From an optimization exercise on the open Yosys and OpenROAD flow, aimed at small area, a short achievable clock period and few clock cycles per item; shortcuts taken in it are not production practice. Function was checked by simulation only, so behaviour that the tests miss may differ from the original.

==> inputs of job 2029 <==
Design sha_cpu, start of the top module:
module sha_cpu (
    input          clock,
    input          reset,
    output [11:0]  address_imem,
    input  [31:0]  q_imem,
    output [11:0]  address_dmem,
    output [31:0]  data,
    output         wren,
    input  [31:0]  q_dmem,
    output [255:0] hashOutput,
    output         isHashDone
);
==> flow/config.mk <==
export PLATFORM = sky130hd
export DESIGN_NAME = sha_cpu
export DESIGN_NICKNAME = sha_cpu
export VERILOG_FILES = /design/flow/design.v
export SDC_FILE = /design/flow/constraint.sdc
export NUM_CORES = 4
export LEC_CHECK = 0
export CAP_MARGIN = 40
export CORE_MARGIN = 2
export CORE_UTILIZATION = 60
export CTS_CLUSTER_DIAMETER = 80
export CTS_CLUSTER_SIZE = 30
export SLEW_MARGIN = 40
export SYNTH_HIERARCHICAL = 1
export TNS_END_PERCENT = 20
==> flow/constraint.sdc <==
create_clock -name core_clock -period 12.0 [get_ports {clock}]
set_input_delay 2.4000 -clock core_clock [delete_from_list [all_inputs] [get_ports {clock}]]
set_output_delay 2.4000 -clock core_clock [all_outputs]
set_load 0.01 [all_outputs]
standard.sh (not shown) runs the stock make flow with config.mk's settings and CLKGATE_MAP_FILE= SYNTH_SCRIPT=/design/flow/synth_recipe.tcl, a recipe that flattens the netlist after the stock synthesis.
==> flow/flow/run.sh <==
#!/bin/bash
set -o pipefail
bash standard.sh SETUP_SLACK_MARGIN=8.2 "BUFFER_PORTS_ARGS=-buffer_cell sky130_fd_sc_hd__buf_2" finish > standard_flow.log 2>&1
==> job 3697 (differences from job 2029) <==
--- a/flow/design.v
+++ b/flow/design.v
@@ -42,17 +42,17 @@
     reg         f_valid;      
     reg         f_btb;        
     reg  [11:0] f_pc;
     reg         d_valid;      
     reg  [1:0]  d_cnt;        
     reg  [31:0] d_ir;
     reg  [4:0]  d_ia, d_ib;   
     reg         d_pt;         
-    reg  [11:0] d_pc;         
+    reg  [11:0] d_pc, d_tgt;  
     reg         d_new;        
     reg         d_fix;        
     reg         x_valid;      
     reg  [31:0] x_a, x_b;
     reg         x_ba, x_bb;   
     reg         x_la, x_lb;   
     reg         x_sub, x_radd, x_rand, x_ror, x_rxor, x_rsh;
     reg  [4:0]  x_rot, x_msk;
@@ -153,18 +153,16 @@
     wire [4:0] d_op = d_ir[31:27];
     wire d_isr  = d_op == OP_R;
     wire d_addi = d_op == OP_ADDI;
     wire d_lw   = d_op == OP_LW;
     wire d_sw   = d_op == OP_SW;
     wire d_jal  = d_op == OP_JAL;
     wire d_setx = d_op == OP_SETX;
     wire d_rotr = d_op == OP_ROTR;
-    wire [11:0] d_pc1 = d_pc + 12'd1;
-    wire [11:0] d_tgt = (d_op == OP_J || d_op == OP_JAL || d_op == OP_BEX) ? d_ir[11:0] : (d_pc1 + d_ir[11:0]);
     wire [4:0] d_fn = d_ir[6:2];
     wire [4:0] d_dst = d_jal ? 5'd31 : (d_setx ? 5'd30 : d_ir[26:22]);
     wire d_wr  = (d_isr | d_addi | d_lw | d_jal | d_setx | d_rotr) & (d_dst != 5'd0);
     wire d_ovf = d_addi | (d_isr & (d_fn == 5'd0 || d_fn == 5'd1));
     wire dw  = d_valid & d_wr;
     wire dl  = dw & d_lw;
     wire e_rd = d_dst == f_rd;
     wire e_rs = d_dst == f_rs;
@@ -177,26 +175,28 @@
               (dw & f_mem & e_rs) | (f_mem & xl_rs);
     wire [1:0] g = g2 ? 2'd2 : (g1 ? 2'd1 : 2'd0);
     wire fixD = d_valid & d_new & d_fix;
     wire fv = f_valid & ~fixD;
     wire [1:0] cnt_n = flush ? 2'd0 :
                        (fv ? g : ((d_cnt != 2'd0) ? d_cnt - 2'd1 : 2'd0));
     wire hold = ~flush & (fv ? g1 : d_cnt[1]);
     wire pt = f_j | f_jal | ((f_bne | f_blt) & q_imem[16]);
+    wire [11:0] f_pc1 = f_pc + 12'd1;
+    wire [11:0] tgt = (f_j | f_jal | f_bex) ? q_imem[11:0] : (f_pc1 + q_imem[11:0]);
     wire hit = btb_v & (btb_pc == pc);
     always @(posedge clock or posedge reset)
         if (reset) begin
             pc <= 12'd5;
             f_valid <= 1'b0;
             f_btb <= 1'b0;
             btb_v <= 1'b0;
         end else begin
             pc <= flush ? redirect :
-                  fixD  ? (d_pt ? d_tgt : d_pc1) :
+                  fixD  ? (d_pt ? d_tgt : d_pc + 12'd1) :
                   hold  ? pc :
                   hit   ? btb_tg : pc + 12'd1;
             f_valid <= ~flush & ~fixD & ~hold;
             f_btb <= hit;
             if (fixD & d_pt) btb_v <= 1'b1;
         end
     always @(posedge clock) begin
         f_pc <= pc;
@@ -218,24 +218,25 @@
     always @(posedge clock) begin
         d_new <= fv;
         if (fv) begin
             d_ir <= q_imem;
             d_ia <= f_ia;
             d_ib <= f_ib;
             d_pt <= pt;
             d_pc <= f_pc;
+            d_tgt <= tgt;
             d_fix <= pt ^ f_btb;
         end
     end
     wire d_bne  = d_op == OP_BNE;
     wire d_blt  = d_op == OP_BLT;
     wire d_jr   = d_op == OP_JR;
     wire d_bex  = d_op == OP_BEX;
-    wire [11:0] d_alt = d_lw ? d_pc : ((d_pt | ~(d_bne | d_blt | d_bex)) ? d_pc1 : d_tgt);
+    wire [11:0] d_alt = d_lw ? d_pc : ((d_pt | ~(d_bne | d_blt | d_bex)) ? d_pc + 12'd1 : d_tgt);
     wire d_swh  = d_op == OP_SWH;
     wire d_hd   = d_op == OP_HD;
     wire [4:0] d_sh = d_ir[11:7];
     wire d_rt_used = d_isr & (d_fn == 5'd0 || d_fn == 5'd1 || d_fn == 5'd2 ||
                               d_fn == 5'd3 || d_fn == 5'd8 || d_fn == 5'd10);
     wire d_ua_alu = d_isr | d_addi | d_rotr | d_swh;
     wire d_ua = d_ua_alu | d_bne | d_blt | d_jr | d_bex;
     wire d_ub = d_rt_used | d_bne | d_blt;
==> flow/config.mk (replaced) <==
export PLATFORM = sky130hd
export DESIGN_NAME = sha_cpu
export DESIGN_NICKNAME = sha_cpu
export VERILOG_FILES = /design/flow/design.v
export SDC_FILE = /design/flow/constraint.sdc
export NUM_CORES = 4
export LEC_CHECK = 0
export CAP_MARGIN = 40
export CORE_MARGIN = 2
export CORE_UTILIZATION = 60
export SLEW_MARGIN = 40
export SYNTH_HIERARCHICAL = 1
==> job 5731 (differences from job 2029) <==
==> flow/config.mk (replaced) <==
export PLATFORM = sky130hd
export DESIGN_NAME = sha_cpu
export DESIGN_NICKNAME = sha_cpu
export VERILOG_FILES = /design/flow/design.v
export SDC_FILE = /design/flow/constraint.sdc
export NUM_CORES = 4
export LEC_CHECK = 0
export CAP_MARGIN = 40
export CORE_MARGIN = 2
export CORE_UTILIZATION = 60
export CTS_CLUSTER_DIAMETER = 100
export CTS_CLUSTER_SIZE = 30
export SLEW_MARGIN = 40
export SYNTH_HIERARCHICAL = 1
export TNS_END_PERCENT = 20
==> impl_metrics.env <==
export IMPL_synth_area_top_cells="edfxtp_1, a22oi_1, dfxtp_1, ha_1, nand2_1"
export IMPL_power_clock_mw=3.35
export IMPL_tightestPinTransition_ns=1.06
export IMPL_multi_input_area_um2=29100
export IMPL_status="timing/DRC/antenna clean"
export IMPL_dieArea_um2=129000
export IMPL_start_util_pct=60.3
export IMPL_avgSynthCellArea_um2=12.6
export IMPL_start_kind="primary input"
export IMPL_synth_edf_count=1362
(the above is from job 2029)
==> impl_metrics.env <==
export IMPL_final_cell_mix="edfxtp_1, a22oi_1, nand2_1, buf_2, nor2_1"
export IMPL_synth_area_top_cells="edfxtp_1, a22oi_1, dfxtp_1, ha_1, nand2_1"
export IMPL_seq_cell_share_pct=54.9
export IMPL_period_share_pct=34.8
export IMPL_avgSynthCellArea_um2=12.6
export IMPL_gp_congestion=1.03
export IMPL_synth_edf_count=1362
export IMPL_tightestPinTransition_ns=1.07
export IMPL_power_clock_mw=2.97
export IMPL_finClkSkew_ns=0.0395
export IMPL_p_sw_share_pct=42.8
export IMPL_start_util_pct=60.3
export IMPL_dieArea_um2=129000
export IMPL_p_leak_nw=31.6
export IMPL_synth_top_area_share_pct=54.1
export IMPL_start_kind="primary input"
export IMPL_cp_num_cells=10
export IMPL_synthXorXnorAreaFrac_pct=2.18
export IMPL_multi_input_area_um2=28700
export IMPL_status="timing/DRC/antenna clean"
export IMPL_cts_tree="built"
(the above is from job 5731)
==> impl_metrics.env <==
export IMPL_tightestPinTransition_ns=1.03
export IMPL_start_kind="flop"
export IMPL_yosys_cell_types_count=91
export IMPL_slew_headroom_pct=31.1
export IMPL_synth_simple_area_share_pct=8.78
export IMPL_crit_path_end="x_b[1]"
export IMPL_dpl_cell_count=7809
export IMPL_holdBufCountCts=0
export IMPL_avgSynthCellArea_um2=12.5
export IMPL_status="timing/DRC/antenna clean"
export IMPL_dieArea_um2=129000
export IMPL_synth_edf_count=1374
export IMPL_power_clock_mw=5.33
export IMPL_power_combinational_mw=10.0
export IMPL_drive_above_1_share_pct=24.5
export IMPL_grt_util_all_layers_pct=49.2
export IMPL_area_growth_pct=20.2
export IMPL_synth_area_top_cells="edfxtp_1, a22oi_1, dfxtp_1, nand2_1, ha_1"
export IMPL_multi_input_area_um2=29600
export IMPL_start_util_pct=60.4
(the above is from job 3697)
Testbench counts of job 2029, summed over its fixed seeds: cycles 110,952, items 18.
Testbench counts of job 3697, summed over its fixed seeds: cycles 110,952, items 18.
Testbench counts of job 5731, summed over its fixed seeds: cycles 110,952, items 18.

-- what the ideal ports hide --
Ports are ideal in the flow. The routed layouts listed here were re-timed in OpenROAD. Step 1, drivers: a clkbuf_16 drives clock and a buf_2 each remaining input, both assumed. Step 2 times the ports against the registers' clock, not the clock port: input delays grow and output delays shrink by t, the midpoint of the rising clock arrivals with the driver on. Slacks: ideal / step 1 / step 2; pairs: ideal / step 1.
run | t, ns | setup WS [ns] | clock arrival spread, ns | worst slew at a driven data input, ns | cell pins on the clock port's net
job 2029 | 0.817 | 7.748 / 7.783 / 6.967 | 0.067 / 0.067 | 0.15 | 1
job 3697 | 0.881 | 7.875 / 7.875 / 7.088 | 0.055 / 0.055 | 0.15 | 1
job 5731 | 0.817 | 7.820 / 7.830 / 7.037 | 0.043 / 0.043 | 0.15 | 1
After both steps setup and hold are still met in every run listed. The setup slack of job 3697, which loses most, moves by 0.000 ns with the drivers and by -0.787 ns with both steps.
